Source: an optimization exercise on an open RTL-to-GDS flow (aim: small area, a short achievable clock period and few clock cycles). Production flows keep margins and buffers that such runs may drop.
No run shown here included a check of the RTL's function; only the layout flow was run.
Power figures rest on the tool's default switching activity, not on a simulated workload.

File: design/flow/config.mk
export PLATFORM = sky130hd
export DESIGN_NAME = DALU
export DESIGN_NICKNAME = DALU
export VERILOG_FILES = /design/flow/design.v
export SDC_FILE = /design/flow/constraint.sdc
export NUM_CORES = 4
export LEC_CHECK = 0
export CAP_MARGIN = 20
export CORE_MARGIN = 2
export CORE_UTILIZATION = 40
export SLEW_MARGIN = 20
File: design/flow/constraint.sdc
create_clock -name core_clock -period 10.0 [get_ports {clk}]
set_input_delay 2.0000 -clock core_clock [delete_from_list [all_inputs] [get_ports {clk}]]
set_output_delay 2.0000 -clock core_clock [all_outputs]
set_load 0.01 [all_outputs]
File: design/flow/design.v
module DALU(
	clk,
	rst,
	in_valid,
	instruction,
	out_valid,
	out
);
input clk, rst, in_valid;
input [18:0] instruction;
output reg out_valid;
output [15:0] out;
wire [2:0] op = instruction[18:16];
wire [3:0] f = instruction[3:0];
wire op0 = (op == 3'd0);
wire defined = op0 ? (f <= 4'd4) : (op <= 3'd4);
wire load = in_valid & defined;
wire [5:0] ti = instruction[9:4];
wire [3:0] li = instruction[3:0];
wire [5:0] si = instruction[15:10];
wire ld0n = li[1]; wire ld01 = li[0]; wire ld02 = li[1] & ~li[0];
wire ld1n = li[3]; wire ld11 = li[2] ^ li[1]; wire ld12 = (li[3] & ~li[2] & ~li[1]) | (~li[3] & li[2] & li[1]);
wire qr0_0 = ((ld01 & ti[0])) ^ ld0n;
wire qr0_1 = ((ld01 & ti[1]) | (ld02 & ti[0])) ^ ld0n;
wire qr0_2 = ((ld01 & ti[2]) | (ld02 & ti[1])) ^ ld0n;
wire qr0_3 = ((ld01 & ti[3]) | (ld02 & ti[2])) ^ ld0n;
wire qr0_4 = ((ld01 & ti[4]) | (ld02 & ti[3])) ^ ld0n;
wire qr0_5 = ((ld01 & ti[5]) | (ld02 & ti[4])) ^ ld0n;
wire qr0_6 = ~(((ld01 & ti[5]) | (ld02 & ti[5])) ^ ld0n);
wire qr1_0 = ((ld11 & ti[0])) ^ ld1n;
wire qr1_1 = ((ld11 & ti[1]) | (ld12 & ti[0])) ^ ld1n;
wire qr1_2 = ((ld11 & ti[2]) | (ld12 & ti[1])) ^ ld1n;
wire qr1_3 = ((ld11 & ti[3]) | (ld12 & ti[2])) ^ ld1n;
wire qr1_4 = ((ld11 & ti[4]) | (ld12 & ti[3])) ^ ld1n;
wire qr1_5 = ((ld11 & ti[5]) | (ld12 & ti[4])) ^ ld1n;
wire qr1_6 = ~(((ld11 & ti[5]) | (ld12 & ti[5])) ^ ld1n);
wire qc0 = ld1n ^ qr0_2;
wire qc1 = ld1n & qr0_2;
wire qc2 = qr0_3 ^ qr1_1;
wire qc3 = qr0_3 & qr1_1;
wire qc4 = qr0_4 ^ qr1_2;
wire qc5 = qr0_4 & qr1_2;
wire qc6 = qr0_5 ^ qr1_3;
wire qc7 = qr0_5 & qr1_3;
wire qc8 = ~(qr0_6 ^ qr1_4);
wire qc9 = qr0_6 | qr1_4;
wire qc10 = ~qr1_5;
wire [9:0] q = {1'b1, qr1_5, qc10, qc7, qc5, qc3, qc1, qr1_0, qr0_1, ld0n} + {1'b0, qr1_6, qc9, qc8, qc6, qc4, qc2, qc0, 1'b0, qr0_0};
wire [7:0] u = {{2{si[5]}}, si} + {{2{ti[5]}}, ti} + {{4{li[3]}}, li};
wire sub = op0 ? f[2] : op[2];
wire [10:0] bo = op0 ? {{5{ti[5]}}, ti} : {instruction[9], instruction[9:0]};
wire [10:0] as = {{5{si[5]}}, si} + (bo ^ {11{sub}}) + {10'd0, sub};
wire [5:0] lg = (f[1:0] == 2'd0) ? (si & ti) : (f[1:0] == 2'd1) ? (si | ti) : (si ^ ti);
reg [10:0] b_in;
reg [7:0] a_in;
always @(*) begin
	a_in = 8'd1;
	if (op == 3'd1) begin
		a_in = {{2{si[5]}}, si};
		b_in = {q[9], q};
	end else if (op == 3'd2) begin
		a_in = u;
		b_in = {{3{u[7]}}, u};
	end else if (op0 && (f[3:2] == 2'd0) && (f[1:0] != 2'd3)) begin
		b_in = {{5{lg[5]}}, lg};
	end else begin
		b_in = as;
	end
end
wire [3:0] an_in, a1_in, a2_in;
genvar g;
generate for (g = 0; g < 4; g = g + 1) begin : bd
	wire y1 = a_in[2*g+1];
	wire y0 = a_in[2*g];
	wire ym = (g == 0) ? 1'b0 : a_in[2*g-1];
	assign an_in[g] = y1 & ~(y0 & ym);
	assign a1_in[g] = y0 ^ ym;
	assign a2_in[g] = (y1 & ~y0 & ~ym) | (~y1 & y0 & ym);
end endgenerate
reg [3:0] an, a1, a2;    
reg [10:0] b;            
always @(posedge clk) begin
	if (rst)
		out_valid <= 1'b0;
	else
		out_valid <= in_valid;
end
always @(posedge clk) begin
	if (rst) begin
		an <= 4'd0;
		a1 <= 4'd0;
		a2 <= 4'd0;
	end else if (load) begin
		an <= an_in;
		a1 <= a1_in;
		a2 <= a2_in;
	end
end
always @(posedge clk) begin
	if (load)
		b <= b_in;
end
wire pr0_0 = ((a1[0] & b[0])) ^ an[0];
wire pr0_1 = ((a1[0] & b[1]) | (a2[0] & b[0])) ^ an[0];
wire pr0_2 = ((a1[0] & b[2]) | (a2[0] & b[1])) ^ an[0];
wire pr0_3 = ((a1[0] & b[3]) | (a2[0] & b[2])) ^ an[0];
wire pr0_4 = ((a1[0] & b[4]) | (a2[0] & b[3])) ^ an[0];
wire pr0_5 = ((a1[0] & b[5]) | (a2[0] & b[4])) ^ an[0];
wire pr0_6 = ((a1[0] & b[6]) | (a2[0] & b[5])) ^ an[0];
wire pr0_7 = ((a1[0] & b[7]) | (a2[0] & b[6])) ^ an[0];
wire pr0_8 = ((a1[0] & b[8]) | (a2[0] & b[7])) ^ an[0];
wire pr0_9 = ((a1[0] & b[9]) | (a2[0] & b[8])) ^ an[0];
wire pr0_10 = ((a1[0] & b[10]) | (a2[0] & b[9])) ^ an[0];
wire pr0_11 = ~(((a1[0] & b[10]) | (a2[0] & b[10])) ^ an[0]);
wire pr1_0 = ((a1[1] & b[0])) ^ an[1];
wire pr1_1 = ((a1[1] & b[1]) | (a2[1] & b[0])) ^ an[1];
wire pr1_2 = ((a1[1] & b[2]) | (a2[1] & b[1])) ^ an[1];
wire pr1_3 = ((a1[1] & b[3]) | (a2[1] & b[2])) ^ an[1];
wire pr1_4 = ((a1[1] & b[4]) | (a2[1] & b[3])) ^ an[1];
wire pr1_5 = ((a1[1] & b[5]) | (a2[1] & b[4])) ^ an[1];
wire pr1_6 = ((a1[1] & b[6]) | (a2[1] & b[5])) ^ an[1];
wire pr1_7 = ((a1[1] & b[7]) | (a2[1] & b[6])) ^ an[1];
wire pr1_8 = ((a1[1] & b[8]) | (a2[1] & b[7])) ^ an[1];
wire pr1_9 = ((a1[1] & b[9]) | (a2[1] & b[8])) ^ an[1];
wire pr1_10 = ((a1[1] & b[10]) | (a2[1] & b[9])) ^ an[1];
wire pr1_11 = ~(((a1[1] & b[10]) | (a2[1] & b[10])) ^ an[1]);
wire pr2_0 = ((a1[2] & b[0])) ^ an[2];
wire pr2_1 = ((a1[2] & b[1]) | (a2[2] & b[0])) ^ an[2];
wire pr2_2 = ((a1[2] & b[2]) | (a2[2] & b[1])) ^ an[2];
wire pr2_3 = ((a1[2] & b[3]) | (a2[2] & b[2])) ^ an[2];
wire pr2_4 = ((a1[2] & b[4]) | (a2[2] & b[3])) ^ an[2];
wire pr2_5 = ((a1[2] & b[5]) | (a2[2] & b[4])) ^ an[2];
wire pr2_6 = ((a1[2] & b[6]) | (a2[2] & b[5])) ^ an[2];
wire pr2_7 = ((a1[2] & b[7]) | (a2[2] & b[6])) ^ an[2];
wire pr2_8 = ((a1[2] & b[8]) | (a2[2] & b[7])) ^ an[2];
wire pr2_9 = ((a1[2] & b[9]) | (a2[2] & b[8])) ^ an[2];
wire pr2_10 = ((a1[2] & b[10]) | (a2[2] & b[9])) ^ an[2];
wire pr2_11 = ~(((a1[2] & b[10]) | (a2[2] & b[10])) ^ an[2]);
wire pr3_0 = ((a1[3] & b[0])) ^ an[3];
wire pr3_1 = ((a1[3] & b[1]) | (a2[3] & b[0])) ^ an[3];
wire pr3_2 = ((a1[3] & b[2]) | (a2[3] & b[1])) ^ an[3];
wire pr3_3 = ((a1[3] & b[3]) | (a2[3] & b[2])) ^ an[3];
wire pr3_4 = ((a1[3] & b[4]) | (a2[3] & b[3])) ^ an[3];
wire pr3_5 = ((a1[3] & b[5]) | (a2[3] & b[4])) ^ an[3];
wire pr3_6 = ((a1[3] & b[6]) | (a2[3] & b[5])) ^ an[3];
wire pr3_7 = ((a1[3] & b[7]) | (a2[3] & b[6])) ^ an[3];
wire pr3_8 = ((a1[3] & b[8]) | (a2[3] & b[7])) ^ an[3];
wire pr3_9 = ((a1[3] & b[9]) | (a2[3] & b[8])) ^ an[3];
wire pc0 = an[3] ^ pr0_6;
wire pc1 = an[3] & pr0_6;
wire pc2 = pr0_7 ^ pr1_5;
wire pc3 = pr0_7 & pr1_5;
wire pc4 = pr0_8 ^ pr1_6;
wire pc5 = pr0_8 & pr1_6;
wire pc6 = pr0_9 ^ pr1_7;
wire pc7 = pr0_9 & pr1_7;
wire pc8 = pr0_10 ^ pr1_8;
wire pc9 = pr0_10 & pr1_8;
wire pc10 = ~(pr0_11 ^ pr1_9);
wire pc11 = pr0_11 | pr1_9;
wire pc12 = ~pr1_10;
wire pc13 = an[2] ^ pr0_4;
wire pc14 = an[2] & pr0_4;
wire pc15 = pr0_5 ^ pr1_3;
wire pc16 = pr0_5 & pr1_3;
wire pc17 = pr1_4 ^ pr2_2 ^ pr3_0;
wire pc18 = (pr1_4 & pr2_2) | (pr1_4 & pr3_0) | (pr2_2 & pr3_0);
wire pc19 = pr2_3 ^ pr3_1 ^ pc1;
wire pc20 = (pr2_3 & pr3_1) | (pr2_3 & pc1) | (pr3_1 & pc1);
wire pc21 = pr2_4 ^ pr3_2 ^ pc3;
wire pc22 = (pr2_4 & pr3_2) | (pr2_4 & pc3) | (pr3_2 & pc3);
wire pc23 = pr2_5 ^ pr3_3 ^ pc5;
wire pc24 = (pr2_5 & pr3_3) | (pr2_5 & pc5) | (pr3_3 & pc5);
wire pc25 = pr2_6 ^ pr3_4 ^ pc7;
wire pc26 = (pr2_6 & pr3_4) | (pr2_6 & pc7) | (pr3_4 & pc7);
wire pc27 = pr2_7 ^ pr3_5 ^ pc9;
wire pc28 = (pr2_7 & pr3_5) | (pr2_7 & pc9) | (pr3_5 & pc9);
wire pc29 = pr2_8 ^ pr3_6 ^ pc12;
wire pc30 = (pr2_8 & pr3_6) | (pr2_8 & pc12) | (pr3_6 & pc12);
wire pc31 = pr1_10 ^ pr1_11 ^ pr2_9;
wire pc32 = (pr1_10 & pr1_11) | (pr1_10 & pr2_9) | (pr1_11 & pr2_9);
wire pc33 = ~pr2_10;
wire pc34 = an[1] ^ pr0_2;
wire pc35 = an[1] & pr0_2;
wire pc36 = pr0_3 ^ pr1_1;
wire pc37 = pr0_3 & pr1_1;
wire pc38 = pr1_2 ^ pr2_0 ^ pc13;
wire pc39 = (pr1_2 & pr2_0) | (pr1_2 & pc13) | (pr2_0 & pc13);
wire pc40 = pr2_1 ^ pc14 ^ pc15;
wire pc41 = (pr2_1 & pc14) | (pr2_1 & pc15) | (pc14 & pc15);
wire pc42 = pc16 ^ pc0 ^ pc17;
wire pc43 = (pc16 & pc0) | (pc16 & pc17) | (pc0 & pc17);
wire pc44 = pc2 ^ pc18 ^ pc19;
wire pc45 = (pc2 & pc18) | (pc2 & pc19) | (pc18 & pc19);
wire pc46 = pc4 ^ pc20 ^ pc21;
wire pc47 = (pc4 & pc20) | (pc4 & pc21) | (pc20 & pc21);
wire pc48 = pc6 ^ pc22 ^ pc23;
wire pc49 = (pc6 & pc22) | (pc6 & pc23) | (pc22 & pc23);
wire pc50 = pc8 ^ pc24 ^ pc25;
wire pc51 = (pc8 & pc24) | (pc8 & pc25) | (pc24 & pc25);
wire pc52 = pc10 ^ pc26 ^ pc27;
wire pc53 = (pc10 & pc26) | (pc10 & pc27) | (pc26 & pc27);
wire pc54 = pc11 ^ pc29 ^ pc28;
wire pc55 = (pc11 & pc29) | (pc11 & pc28) | (pc29 & pc28);
wire pc56 = pr3_7 ^ pc31 ^ pc30;
wire pc57 = (pr3_7 & pc31) | (pr3_7 & pc30) | (pc31 & pc30);
wire pc58 = pr3_8 ^ pc33 ^ pc32;
wire pc59 = (pr3_8 & pc33) | (pr3_8 & pc32) | (pc33 & pc32);
wire pc60 = pr2_10 ^ pr2_11 ^ pr3_9;
wire pc61 = (pr2_10 & pr2_11) | (pr2_10 & pr3_9) | (pr2_11 & pr3_9);
wire [15:0] prod_a = {pc60, pc58, pc56, pc53, pc51, pc49, pc47, pc45, pc43, pc41, pc39, pc37, pc35, pr1_0, pr0_1, an[0]};
wire [15:0] prod_b = {pc59, pc57, pc55, pc54, pc52, pc50, pc48, pc46, pc44, pc42, pc40, pc38, pc36, pc34, 1'b0, pr0_0};
assign out = prod_a + prod_b;
endmodule
File: design/flow/run.sh
#!/bin/bash
# synth_recipe.tcl (not shown) runs the flow's synth.tcl, then flattens the netlist and writes it again
# the make line also repeats each setting of config.mk as NAME=value (left out here)
make -C /OpenROAD-flow-scripts/flow DESIGN_CONFIG=/design/flow/config.mk WORK_HOME=/design/flow/orfs CLKGATE_MAP_FILE= SYNTH_SCRIPT=/design/flow/synth_recipe.tcl finish
==> qor.yml, run 1 <==
layout_commonest_cell: "ha_1"
ir_worst_vdd_uv: 64.1
drt_iter0_markers: 469
worst_pin_slew_ns: 0.795
area_growth_pct: 9.42
nFillCells: 1291
path_max_fanout: 14
holdBufCountCts: 0
numCtsBuffers: 3
hold_start: "a2[0]$_SDFFE_PP0P_"
grt_antenna_before_repair: 0
max_freq_mhz: 150
grt-ovfl-total: 0
syn_avg_cell_area_um2: 7.88
hold_viol_final: 0
synth_seq_cells: 24
die-area_mm2: 0.0144
cp-end-kind: "output pin"
synth_edf_count: 11
antenna_left: 0
skew_ns: 0
grt_pass1_vias: 4880
relSlewSlack_pct: 46.8
clockRootBuffer: "clkbuf_16"
start_kind: "flip-flop"
post_cts_resized: 0
rsz0062_at_grt: "no"
cts_sinks: 24
num_rows: 42
cts_tree: "yes"
grt_use_met3_pct: 1.43
post_dp_cell_area_mm2: 0.00582
synth_nets: 803
grt_max_degree: 40
cts.clk_slew.worst_paths_ns: 0.06
max_stage_delay_ns: 0.76
place.detailed.hpwl_um: 11200
met2_usage_pct: 35.5
synth_area_leaders: "ha_1 (16%), fa_1 (10%), xnor2_1 (8.1%)"
synth_top_cell_by_area: "ha_1"
outcome: "no timing/DRC/antenna violations"
ys.warnings.count: 1
pin_count: 39
synth_top_cell_area_share_pct: 16.2
r2r_start: "an[0]$_SDFFE_PP0P_"
cts_setup_buffers: 0
worstHoldPathCells: 2
syn_area_mm2: 0.00539
synthCells: 684
reg2reg_to: "an[0]$_SDFFE_PP0P_"
hold_path_end: "a2[0]$_SDFFE_PP0P_"
cp_data_arrival_time_ns: 4.67
grt-busiest-layer: "met2"
drv_cap: 0
regToRegSetupSlack_ns: 8.88
multi_input_area_mm2: 0.00439
fin_setup_tns_ns: 0
drc_errors: 0
final_cells: 859
cts_buffer_depth: 2
area.sequential_um2: 591
path_delay_family: "adder cells"
cp_slowest_cell: "dfxtp_1"
grt_pass1_wl_um: 23800
drive_above_1_share_pct: 2.20
final_cell_mix: "ha_1 (70), inv_1 (57), xnor2_1 (50)"
core-area_mm2: 0.0132
via_count: 4967
fin_crit_sh_pct: 66.7
antennaDiodeCount: 0
ys.flop_type: "dfxtp_1"
grt_use_total_pct: 19.9
async_reset_ff_share_pct: 0
routedWlPerCell_um: 16.2
finalPower_mw: 0.838
gr-usage-met1_pct: 27.0
rr_worst_depth: 2
required_ns: 8.00
start_util_pct: 40.9
fin_area_mm2: 0.00590
p_per_area_mw_per_mm2: 142
place_congestion: 0.873
finalMaxSlewViolations: 0
critPathBufInv: 3
worstSkewPairLatency_ns: 0.25
dp_cells: 855
finalSetupViolations: 0
drt_wl_total_um: 14000
synthDistinctLibCells: 59
die_y_um: 120
num-nets-final: 803
first_pass_iters: 5
cts_htree_levels: 1
crit_type: "reg -> out"
seq_area_frac_synth_pct: 11.0
die_w_um: 120
io_buffers: 38
min_path_type: "reg -> reg"
crit_chain: "xnor2_1 -> ha_1 -> inv_1 -> fa_1 -> inv_1 -> fa_1 -> ha_1 -> or4_1 -> o22ai_1 -> o21ai_1 -> a21o_1 -> a21oi_1 -> xnor2_1 -> clkdlybuf4s50_1"
vias_per_cell: 5.78
power.leakage_nw: 2.47
period_needed_ns: 6.67
cells in the mapped netlist (all sizes together), types with 2 or more instances:
master / number
a21oi: 51
nor3: 13
o21a: 6
or4: 3
fa: 27
o211ai: 9
nor2: 48
o22ai: 6
maj3: 2
a311oi: 3
or3: 4
inv: 57
nand4: 6
mux2i: 9
nand2: 49
buf: 19
xor2: 37
nor3b: 2
a211o: 2
dfxtp: 13
a211oi: 17
and2: 5
a22oi: 40
ha: 70
o21ai: 42
o221ai: 2
nand3: 13
a221oi: 4
o21bai: 5
nor2b: 5
xnor2: 50
a31oi: 3
clkbuf: 27
a21o: 9
edfxtp: 11
a22o: 2
where the power goes:
| part | internal (mW) | total, mW | switching, mW | leakage, nW |
|---|---|---|---|---|
| Clock | 0.0534 | 0.0858 | 0.0325 | 0.0385 |
| Sequential | 0.119 | 0.147 | 0.0288 | 0.209 |
| Combinational | 0.289 | 0.604 | 0.316 | 2.22 |
| Total | 0.461 | 0.838 | 0.377 | 2.47 |
final cells by class:
| type | instances | share of cell area [%] |
|---|---|---|
| multi-input combinational | 557 | 74.5 |
| sequential | 24 | 10.0 |
| timing repair buffer | 41 | 6.83 |
| tap | 176 | 3.73 |
| inverter | 57 | 3.63 |
| clock buffer | 3 | 1.27 |
| clock inverter | 1 | 0.0636 |
logic make-up (layout without fill, tap and decap cells):
logic type                 count (synthesis)  after routing  share of synthesized area (%)
adders and majority gates                 99             99                           26.6
muxes                                     10             10                           1.88
AOI/OAI and AO/OA                        208            208                           25.6
DFF                                       24             24                           11.0
and+or+nand+nor                          153            153                           13.2
buffers and inverters                    103            102                           7.57
xor gates and xnor gates                  87             87                           14.1
layer usage:
layer	wire, µm	vias up	share of wire, %
li1	-	2425	-
met1	6350	2390	46
met2	6850	138	49
met3	617	14	4.4
met4	138	0	0.99
met5	0	-	0
per-stage QoR:
stage | hold WS (ns) | setup slack (ns) | utilization (%)
3_3_place_gp | 0.588 | 3.71 | 44.1
3_5_place_dp | 0.617 | 3.61 | 44.1
6_report | 0.626 | 3.33 | 44.7
2_1_floorplan | 0.624 | 4.19 | -
4_1_cts | 0.629 | 3.34 | 44.7
5_1_grt | 0.688 | 3.04 | 44.7
sequential cells by signal (all words and copies together), names as in the netlist:
register   cells
b             11
a1             4
a2             4
an             4
out_valid      1
how the worst max path moves through the flow:
stage                     cells after the start          startpoint      end
after floorplan                              15  an[0]$_SDFFE_PP0P_  out[14]
after global placement                       14  an[0]$_SDFFE_PP0P_  out[14]
after detailed placement                     14  an[0]$_SDFFE_PP0P_  out[14]
after CTS                                    14  an[0]$_SDFFE_PP0P_  out[14]
after global routing                         14  an[0]$_SDFFE_PP0P_  out[14]
final                                        14  an[0]$_SDFFE_PP0P_  out[14]
worst register-to-register path, stage by stage, from the launching register on:
cell and delay, ns:
dfxtp_1 0.76, nor2_1 0.11, nor3_1 0.17
==> inputs of run 2 (changes only) <==
--- a/design/flow/design.v
+++ b/design/flow/design.v
@@ -19,53 +19,26 @@
 wire [3:0] li = instruction[3:0];
 wire [5:0] si = instruction[15:10];
-wire ld0n = li[1]; wire ld01 = li[0]; wire ld02 = li[1] & ~li[0];
-wire ld1n = li[3]; wire ld11 = li[2] ^ li[1]; wire ld12 = (li[3] & ~li[2] & ~li[1]) | (~li[3] & li[2] & li[1]);
-wire qr0_0 = ((ld01 & ti[0])) ^ ld0n;
-wire qr0_1 = ((ld01 & ti[1]) | (ld02 & ti[0])) ^ ld0n;
-wire qr0_2 = ((ld01 & ti[2]) | (ld02 & ti[1])) ^ ld0n;
-wire qr0_3 = ((ld01 & ti[3]) | (ld02 & ti[2])) ^ ld0n;
-wire qr0_4 = ((ld01 & ti[4]) | (ld02 & ti[3])) ^ ld0n;
-wire qr0_5 = ((ld01 & ti[5]) | (ld02 & ti[4])) ^ ld0n;
-wire qr0_6 = ~(((ld01 & ti[5]) | (ld02 & ti[5])) ^ ld0n);
-wire qr1_0 = ((ld11 & ti[0])) ^ ld1n;
-wire qr1_1 = ((ld11 & ti[1]) | (ld12 & ti[0])) ^ ld1n;
-wire qr1_2 = ((ld11 & ti[2]) | (ld12 & ti[1])) ^ ld1n;
-wire qr1_3 = ((ld11 & ti[3]) | (ld12 & ti[2])) ^ ld1n;
-wire qr1_4 = ((ld11 & ti[4]) | (ld12 & ti[3])) ^ ld1n;
-wire qr1_5 = ((ld11 & ti[5]) | (ld12 & ti[4])) ^ ld1n;
-wire qr1_6 = ~(((ld11 & ti[5]) | (ld12 & ti[5])) ^ ld1n);
-wire qc0 = ld1n ^ qr0_2;
-wire qc1 = ld1n & qr0_2;
-wire qc2 = qr0_3 ^ qr1_1;
-wire qc3 = qr0_3 & qr1_1;
-wire qc4 = qr0_4 ^ qr1_2;
-wire qc5 = qr0_4 & qr1_2;
-wire qc6 = qr0_5 ^ qr1_3;
-wire qc7 = qr0_5 & qr1_3;
-wire qc8 = ~(qr0_6 ^ qr1_4);
-wire qc9 = qr0_6 | qr1_4;
-wire qc10 = ~qr1_5;
-wire [9:0] q = {1'b1, qr1_5, qc10, qc7, qc5, qc3, qc1, qr1_0, qr0_1, ld0n} + {1'b0, qr1_6, qc9, qc8, qc6, qc4, qc2, qc0, 1'b0, qr0_0};
-wire [7:0] u = {{2{si[5]}}, si} + {{2{ti[5]}}, ti} + {{4{li[3]}}, li};
+wire isop1 = (op == 3'd1);
+wire isop2 = (op == 3'd2);
+wire islog = op0 & ~f[2] & ~(f[1] & f[0]);
 wire sub = op0 ? f[2] : op[2];
-wire [10:0] bo = op0 ? {{5{ti[5]}}, ti} : {instruction[9], instruction[9:0]};
-wire [10:0] as = {{5{si[5]}}, si} + (bo ^ {11{sub}}) + {10'd0, sub};
+wire d0n = li[1];
+wire d01 = li[0];
+wire d02 = li[1] & ~li[0];
+wire d1n = li[3] & ~(li[2] & li[1]);
+wire d11 = li[2] ^ li[1];
+wire d12 = (li[3] & ~li[2] & ~li[1]) | (~li[3] & li[2] & li[1]);
+wire [6:0] tx = {ti[5], ti};
+wire [6:0] p0 = ({7{d01}} & tx) | ({7{d02}} & {tx[5:0], 1'b0});
+wire [6:0] p1 = ({7{d11}} & tx) | ({7{d12}} & {tx[5:0], 1'b0});
+wire [10:0] m0 = {{4{p0[6]}}, p0} ^ {11{d0n}};
+wire [8:0] m1 = {{2{p1[6]}}, p1} ^ {9{d1n}};
 wire [5:0] lg = (f[1:0] == 2'd0) ? (si & ti) : (f[1:0] == 2'd1) ? (si | ti) : (si ^ ti);
-reg [10:0] b_in;
-reg [7:0] a_in;
-always @(*) begin
-	a_in = 8'd1;
-	if (op == 3'd1) begin
-		a_in = {{2{si[5]}}, si};
-		b_in = {q[9], q};
-	end else if (op == 3'd2) begin
-		a_in = u;
-		b_in = {{3{u[7]}}, u};
-	end else if (op0 && (f[3:2] == 2'd0) && (f[1:0] != 2'd3)) begin
-		b_in = {{5{lg[5]}}, lg};
-	end else begin
-		b_in = as;
-	end
-end
+wire [10:0] bo = (op0 | isop2) ? {{5{ti[5]}}, ti} : {instruction[9], instruction[9:0]};
+wire [10:0] r1 = isop1 ? m0 : islog ? {{5{lg[5]}}, lg} : {{5{si[5]}}, si};
+wire [10:0] r2 = isop1 ? {m1, 2'b00} : islog ? 11'd0 : (bo ^ {11{sub & ~isop2}});
+wire [10:0] r3 = isop1 ? {8'd0, d1n, 1'b0, d0n} : isop2 ? {{7{li[3]}}, li} : {10'd0, sub & ~islog};
+wire [10:0] b_in = r1 + r2 + r3;
+wire [7:0] a_in = isop1 ? {{2{si[5]}}, si} : isop2 ? b_in[7:0] : 8'd1;
 wire [3:0] an_in, a1_in, a2_in;
 genvar g;
==> run 2 against run 1 <==
Largest cell class unchanged. Via count decreased by 14%. Synthesized area decreased by 8.4%. Combinational power increased by 19%. Wire length decreased by 19%. Core utilization increased by 0.19 points. Critical path depth decreased by 2. Count of clock-buffer cells in the layout increased by 1. Flip-flop and latch count unchanged. Final area decreased by 8.5%. Highest routed layer unchanged. Critical endpoint is now out[15].
==> qor.yml, run 2 <==
outcome: "no timing/DRC/antenna violations"
fin_setup_tns_ns: 0  # unchanged
synth_edf_count: 11  # unchanged
met1_length_um: 5360  # -16%
drv_cap: 0  # unchanged
grt-ovfl-total: 0  # unchanged
regMostFlops: "b"
synth_top_cell_area_share_pct: 12.4  # -3.8 points
routedWlPerCell_um: 15.3  # -5.7%
ys.flop_type: "dfxtp_1"
cts_setup_buffers: 0  # unchanged
top_layer: "met4"
ys.warnings.count: 1  # unchanged
met3_length_um: 286  # -54%
drive_above_1_share_pct: 4.41  # +2.2 points
finalPower_mw: 0.994  # +19%
post_cts_resized: 0  # unchanged
place_ws_ns: 3.01  # -0.604 ns
cp-end-kind: "output pin"
drt_iter0_markers: 226  # -52%
num_rows: 40  # -4.8%
syn_area_mm2: 0.00493  # -8.4%
fin_crit_sh_pct: 64.7  # -2.0 points
die-area_mm2: 0.0132  # -8.2%
required_ns: 8.00  # about the same
crit_type: "reg -> out"
synth_commonest_cells: "xnor2_1 (57), ha_1 (49), inv_1 (47)"
switchingPower_mw: 0.448  # +19%
largest_reg_flops: 11  # unchanged
holdBufCountCts: 0  # unchanged
via_count: 4283  # -14%
synthDistinctLibCells: 68  # +15%
cts_buffer_depth: 2  # unchanged
synthCells: 596  # -13%
cts_tree: "yes"
finalMaxSlewViolations: 0  # unchanged
antenna_left: 0  # unchanged
whs_ns: 0.651  # +0.0241 ns
final_cell_mix: "xnor2_1 (57), ha_1 (49), inv_1 (47)"
cts.clk_slew.worst_paths_ns: 0.06  # about the same
period_needed_ns: 6.47  # -0.200 ns
core-area_mm2: 0.0120  # -8.9%
antennaDiodeCount: 0  # unchanged
start_util_pct: 41.1  # +0.22 points
grt_use_total_pct: 18.0  # -1.9 points
syn_avg_cell_area_um2: 8.28  # +5.1%
synth_top_cell_by_area: "ha_1"
hold_viol_final: 0  # unchanged
synth_area_leaders: "ha_1 (12%), fa_1 (12%), xnor2_1 (10%)"
seq_area_frac_synth_pct: 12.0  # +1.0 points
drt_wl_total_um: 11300  # -19%
grt_antenna_before_repair: 0  # unchanged
layout_commonest_cell: "xnor2_1"
ir_worst_vdd_uv: 77.0  # +20%
setup_ws_ns: 3.53  # +0.200 ns
grt_pass1_vias: 4071  # -17%
die_w_um: 115  # -4.2%
synth_most_common_cell: "xnor2_1"
final_cells: 736  # -14%
worst_pin_slew_ns: 0.897  # +0.102 ns
async_reset_ff_share_pct: 0  # unchanged
switching_share_pct: 45.0  # about the same
seq_power_share_pct: 17.0  # -0.6 points
die_y_um: 115  # -4.2%
pwr-share-clk_pct: 10.6  # +0.4 points
power.leakage_nw: 2.27  # -7.9%
pin_count: 39  # unchanged
synth_nets: 697  # -13%
worstSkewPairLatency_ns: 0.26  # about the same
p_int_mw: 0.547  # +19%
max_freq_mhz: 155  # +3.1%
met2_length_um: 5560  # -19%
io_buffers: 38  # unchanged
cts_sinks: 24  # unchanged
vias_per_cell: 5.82  # +0.64%
place.detailed.hpwl_um: 8970  # -20%
dp_cells: 732  # -14%
numCtsBuffers: 3  # unchanged
cp_data_arrival_time_ns: 4.47  # -0.20 ns
first_pass_iters: 5  # unchanged
grt_pass1_wl_um: 19900  # -16%
rsz0062_at_grt: "no"
min_path_type: "reg -> reg"
p_per_area_mw_per_mm2: 184  # +30%
clockRootBuffer: "clkbuf_16"
num-nets-final: 691  # -14%
finalSetupViolations: 0  # unchanged
p_comb_share_pct: 72.4  # +0.2 points
start_kind: "flip-flop"
relSlewSlack_pct: 40.0  # -6.8 points
area_growth_pct: 9.31
cts_htree_levels: 1  # unchanged
synth_seq_cells: 24  # unchanged
path_max_fanout: 14  # unchanged
place_congestion: 0.856  # -2.0%
skew_ns: 0  # unchanged
drc_errors: 0  # unchanged
grt_max_degree: 34  # -15%
-- run 2: changes by cell type in the layout (fill, tap and decap cells not counted), moves of 10 or more --
| cell | change |
|---|---|
| o21ai_0 | -15 |
| a21oi_1 | -11 |
| nand2_1 | -18 |
| inv_1 | -10 |
| nor2_1 | -20 |
| a211oi_1 | -10 |
| ha_1 | -21 |
-- run 2: cell families (layout without fill, tap and decap cells) --
family                     Yosys count  in the layout  share of synthesized area (%)
muxes                               13             13                           2.64
and+or+nand+nor                    115            115                           11.8
buffers and inverters               98             91                           7.99
AOI/OAI and AO/OA                  177            177                           24.9
xor gates and xnor gates            90             90                           16.1
adders and majority gates           79             79                           24.6
DFF                                 24             24                           12.0
-- run 2: power groups by stage --
stage          registers (mW)  logic, mW  clock network (mW)
2_1_floorplan           0.134      0.543                   0
5_1_grt                 0.173      0.810               0.110
4_1_cts                 0.168      0.726               0.107
3_5_place_dp            0.170      0.723                   0
3_3_place_gp            0.170      0.708                   0
6_report                0.169      0.720               0.105
-- run 2: final timing paths --
kind	end	slack (ns)	from	cells after the start
worst min-delay path	a2[0]$_SDFFE_PP0P_	0.65	a2[0]$_SDFFE_PP0P_	2
worst max register to register	an[0]$_SDFFE_PP0P_	8.80	an[0]$_SDFFE_PP0P_	2
worst max-delay path	out[15]	3.53	an[0]$_SDFFE_PP0P_	12
worst min register to register	a2[0]$_SDFFE_PP0P_	0.65	a2[0]$_SDFFE_PP0P_	2
-- run 2: critical path, cell delays in order, from the launching register on --
cell	delay, ns
dfxtp_1	0.81
xnor2_1	0.16
ha_1	0.24
fa_1	0.50
fa_1	0.41
ha_1	0.39
a2111o_1	0.45
o21ai_0	0.08
o21ai_0	0.11
a21oi_2	0.21
nor2_1	0.09
a211oi_1	0.17
clkdlybuf4s50_1	0.57
-- run 2: per-layer routing --
layer  global-route usage [%]  vias up
met5                        0        -
met3                     1.27        8
met4                     2.17        0
met1                     25.6     2080
li1                         -     2093
met2                     30.9      102
-- run 2: layout make-up --
| class | instances | area (µm²) |
|---|---|---|
| Sequential cell | 24 | 591 |
| Tap cell | 147 | 184 |
| Fill cell | 1196 | 6620 |
| Inverter | 48 | 180 |
| Clock buffer | 4 | 100 |
| Timing Repair Buffer | 39 | 383 |
| Multi-Input combinational cell | 474 | 3960 |
-- run 2: through the flow --
step           area (µm²)  utilization (%)
6_report             5390             44.9
5_1_grt              5390             44.9
4_1_cts              5390             44.9
3_5_place_dp         5290             44.1
3_3_place_gp         5290             44.1
2_1_floorplan        4930                -
==> inputs of run 3 (changes only) <==
--- a/design/flow/config.mk
+++ b/design/flow/config.mk
@@ -9,3 +9,4 @@
 export CORE_MARGIN = 2
 export CORE_UTILIZATION = 40
+export SETUP_SLACK_MARGIN = 4.5
 export SLEW_MARGIN = 20
==> run 3 against run 2 <==
Synthesized cell count unchanged. First-iteration DRC count decreased by 5.3%. Synthesized area unchanged. Register-to-register slack improved by 0.25 ns. Clock power about the same. Critical endpoint is now out[14]. Flip-flop and latch count unchanged. Count of clock-buffer cells in the layout unchanged. Critical path depth increased by 4. Still clean. Cell count increased by 6.8%.
==> qor.yml, run 3 <==
outcome: "no timing/DRC/antenna violations"
synthCells: 596  # unchanged
async_reset_ff_share_pct: 0  # unchanged
syn_area_mm2: 0.00493  # unchanged
final_core_util_pct: 50.7  # +5.8 points
max_stage_delay_ns: 0.54  # -0.27 ns
cp-end-kind: "output pin"
yosys.area_share.adder_pct: 24.6  # unchanged
drc_errors: 0  # unchanged
antenna_left: 0  # unchanged
grt_antenna_before_repair: 0  # unchanged
synthDistinctLibCells: 68  # unchanged
gr-usage-met1_pct: 26.3  # +0.65 points
drv_cap: 0  # unchanged
holdBufCountCts: 0  # unchanged
p_per_area_mw_per_mm2: 182  # -1.1%
regToRegSetupSlack_ns: 9.05  # +0.25 ns
synth_commonest_cells: "xnor2_1 (57), ha_1 (49), inv_1 (47)"
cts_buffer_depth: 2  # unchanged
met2_usage_pct: 33.4  # +2.5 points
routedWlPerCell_um: 15.8  # +3.2%
place_congestion: 0.865  # +1.1%
critPathBufInv: 5  # +4
cts.clk_slew.worst_paths_ns: 0.06  # about the same
grt-busiest-layer: "met2"
grt_max_degree: 34  # unchanged
antennaDiodeCount: 0  # unchanged
crit_top_cell: "buf_4"
post_dp_cell_area_mm2: 0.00530  # about the same
drt_wl_total_um: 12400  # +10%
max_freq_mhz: 173  # +12%
path_max_fanout: 6  # -8
yosys.area_share.simple_pct: 11.8  # unchanged
finalSetupViolations: 0  # unchanged
cts_sinks: 24  # unchanged
crit_cells: 16  # +4
finalMaxSlewViolations: 0  # unchanged
via_count: 4518  # +5.5%
min_path_type: "reg -> reg"
cp_slowest_cell: "fa_1"
syn_avg_cell_area_um2: 8.28  # unchanged
multi_input_area_mm2: 0.00430  # +8.8%
switchingPower_mw: 0.504  # +13%
die_w_um: 115  # unchanged
synth_edf_count: 11  # unchanged
clockRootBuffer: "clkbuf_16"
fin_crit_sh_pct: 57.9  # -6.7 points
rsz0062_at_grt: "yes"
die-area_mm2: 0.0132  # unchanged
drive_above_1_share_pct: 25.4  # +21 points
ir_worst_vdd_uv: 87.7  # +14%
fin_area_mm2: 0.00609  # +13%
regMostFlops: "b"
place.detailed.hpwl_um: 8930  # -0.44%
ys.flop_type: "dfxtp_1"
io_buffers: 38  # unchanged
final_cell_mix: "xnor2_1 (57), buf_4 (45), inv_1 (41)"
synth_compound_area_share_pct: 24.9  # unchanged
p_int_mw: 0.606  # +11%
synth_area_leaders: "ha_1 (12%), fa_1 (12%), xnor2_1 (10%)"
worstHoldPathCells: 2  # unchanged
first_pass_iters: 7  # +2
ys.warnings.count: 1  # unchanged
grt_pass1_vias: 4349  # +6.8%
synth_xor_area_share_pct: 16.1  # unchanged
layout_commonest_cell: "xnor2_1"
path_delay_family: "adder cells"
synth_most_common_cell: "xnor2_1"
cts_htree_levels: 1  # unchanged
cts_tree: "yes"
die_y_um: 115  # unchanged
nFillCells: 1118  # -6.5%
drt_iter0_markers: 214  # -5.3%
crit_chain: "buf_4 -> buf_6 -> a22oi_2 -> xnor2_1 -> ha_2 -> fa_1 -> fa_1 -> ha_4 -> buf_4 -> a21o_1 -> a21oi_2 -> o21ai_2 -> a31oi_2 -> buf_4 -> o211ai_1 -> buf_2"
synth.area.mux_share_pct: 2.64  # unchanged
period_needed_ns: 5.79  # -0.673 ns
synth_top_cell_by_area: "ha_1"
synth_top_family_by_area: "compound AO/OA/AOI/OAI gates"
seq_area_frac_synth_pct: 12.0  # unchanged
pin_count: 39  # unchanged
synth_nets: 697  # unchanged
grt_use_met3_pct: 1.53  # +0.26 points
num_rows: 40  # unchanged
crit_type: "reg -> out"
hold_viol_final: 0  # unchanged
fin_setup_tns_ns: 0  # unchanged
area.sequential_um2: 609  # +3.2%
grt_pass1_wl_um: 21100  # +5.9%
p_comb_share_pct: 76.3  # +3.9 points
seq_power_share_pct: 14.4  # -2.6 points
num-nets-final: 741  # +7.2%
synth_seq_cells: 24  # unchanged
required_ns: 8.00  # about the same
start_kind: "flip-flop"
largest_reg_flops: 11  # unchanged
switching_share_pct: 45.4  # +0.39 points
numCtsBuffers: 3  # unchanged
start_util_pct: 41.1  # unchanged
worst_pin_slew_ns: 0.731  # -0.165 ns
grt-ovfl-total: 0  # unchanged
rr_worst_depth: 2  # unchanged
skew_ns: 0  # unchanged
relSlewSlack_pct: 51.1  # +11 points
worstSkewPairLatency_ns: 0.25  # about the same
cp_data_arrival_time_ns: 3.79  # -0.68 ns
area_growth_pct: 23.4
pwr-share-clk_pct: 9.3  # -1.3 points
power.leakage_nw: 2.63  # +16%
synth_top_cell_area_share_pct: 12.4  # unchanged
vias_per_cell: 5.75  # -1.2%
grt_use_total_pct: 19.1  # +1.1 points
core-area_mm2: 0.0120  # unchanged
[run 3: cell counts after synthesis]
Identical to the previous run, type by type.
[run 3: layer usage]
metal  routed length (µm)  share of wire, %
met1                 5710                46
met2                 6230                50
met3                  421               3.4
met4                   64              0.51
met5                    0                 0
[run 3: metrics by stage]
step / hold WS, ns / instances / total power, mW / setup slack, ns
2_1_floorplan: 0.625 / 596 / 0.682 / 4.53
3_3_place_gp: 0.623 / 732 / 0.881 / 3.19
3_5_place_dp: 0.637 / 732 / 0.898 / 3.06
4_1_cts: 0.562 / 772 / 1.04 / 4.23
5_1_grt: 0.599 / 786 / 1.21 / 4.02
6_report: 0.570 / 786 / 1.11 / 4.21
[run 3: repair_timing]
action,in CTS,in global routing
setup buffers,35,14
pin swaps,32,39
cloned,1,0
resized for setup,111,73
endpoints found under the setup margin,29,20
[run 3: cell families after synthesis]
kind of cell,count (synthesis)
and+or+nand+nor,115
adders and majority gates,79
xor gates and xnor gates,90
muxes,13
buffers and inverters,98
DFF,24
AOI/OAI and AO/OA,177
[run 3: final timing paths]
kind / start / endpoint
setup / recovery: b[5]$_DFFE_PP_ / out[14]
hold / removal: a1[1]$_SDFFE_PP0P_ / a1[1]$_SDFFE_PP0P_
setup reg to reg: an[0]$_SDFFE_PP0P_ / an[0]$_SDFFE_PP0P_
hold reg to reg: a1[1]$_SDFFE_PP0P_ / a1[1]$_SDFFE_PP0P_
[run 3: cell type report]
class,instances,share of cell area [%]
clock buffers,4,1.64
inverters,48,2.96
multi-input cells,475,70.7
flip-flops and latches,24,10.0
well taps,147,3.02
repair buffers,88,11.7
[run 3: tightest hold or removal path: cells and delay by family, from the launching register on]
family	cells	cell delay (ns)
simple gates	1	0.07
compound gates	1	0.06
flops	1	0.40
[run 3: power groups by stage]
stage	registers [mW]	clock network, mW	logic, mW
floorplan	0.134	0	0.547
global placement	0.169	0	0.711
detailed placement	0.170	0	0.728
CTS	0.159	0.105	0.779
global route	0.162	0.109	0.943
finish	0.159	0.104	0.847

## what the ideal ports hide
The flow's constraints put no driver on any port. The routed layouts listed below were extracted and timed again, unchanged, in two steps. Step 1 (the two cells are an assumption about what drives the block):
set clk [get_ports {clk}]
set_driving_cell -lib_cell sky130_fd_sc_hd__clkbuf_16 $clk
set_driving_cell -lib_cell sky130_fd_sc_hd__buf_2 [delete_from_list [all_inputs] $clk]
Step 2 moves the port delays by t, midway between the first and last clock arrival at a register: inputs arrive t later, outputs are due t later. That takes back most of the time a late clock gives input paths. Slacks: ideal ports / drivers / drivers and shift; pairs: ideal ports / drivers.
| run | t, ns | slack for setup (ns) | worst register clock-pin slew, ns | cell pins on the clock port's net |
|---|---|---|---|---|
| run 1 | 0.288 | 3.332 / 3.297 / 3.585 | 0.06 / 0.06 | 1 |
| run 2 | 0.291 | 3.532 / 3.499 / 3.357 | 0.06 / 0.06 | 1 |
| run 3 | 0.285 | 4.205 / 4.174 / 4.374 | 0.06 / 0.06 | 1 |
After both steps setup and hold are still met in every run listed. The setup slack of run 2, which loses most, moves by -0.033 ns with the drivers and by -0.175 ns with both steps.
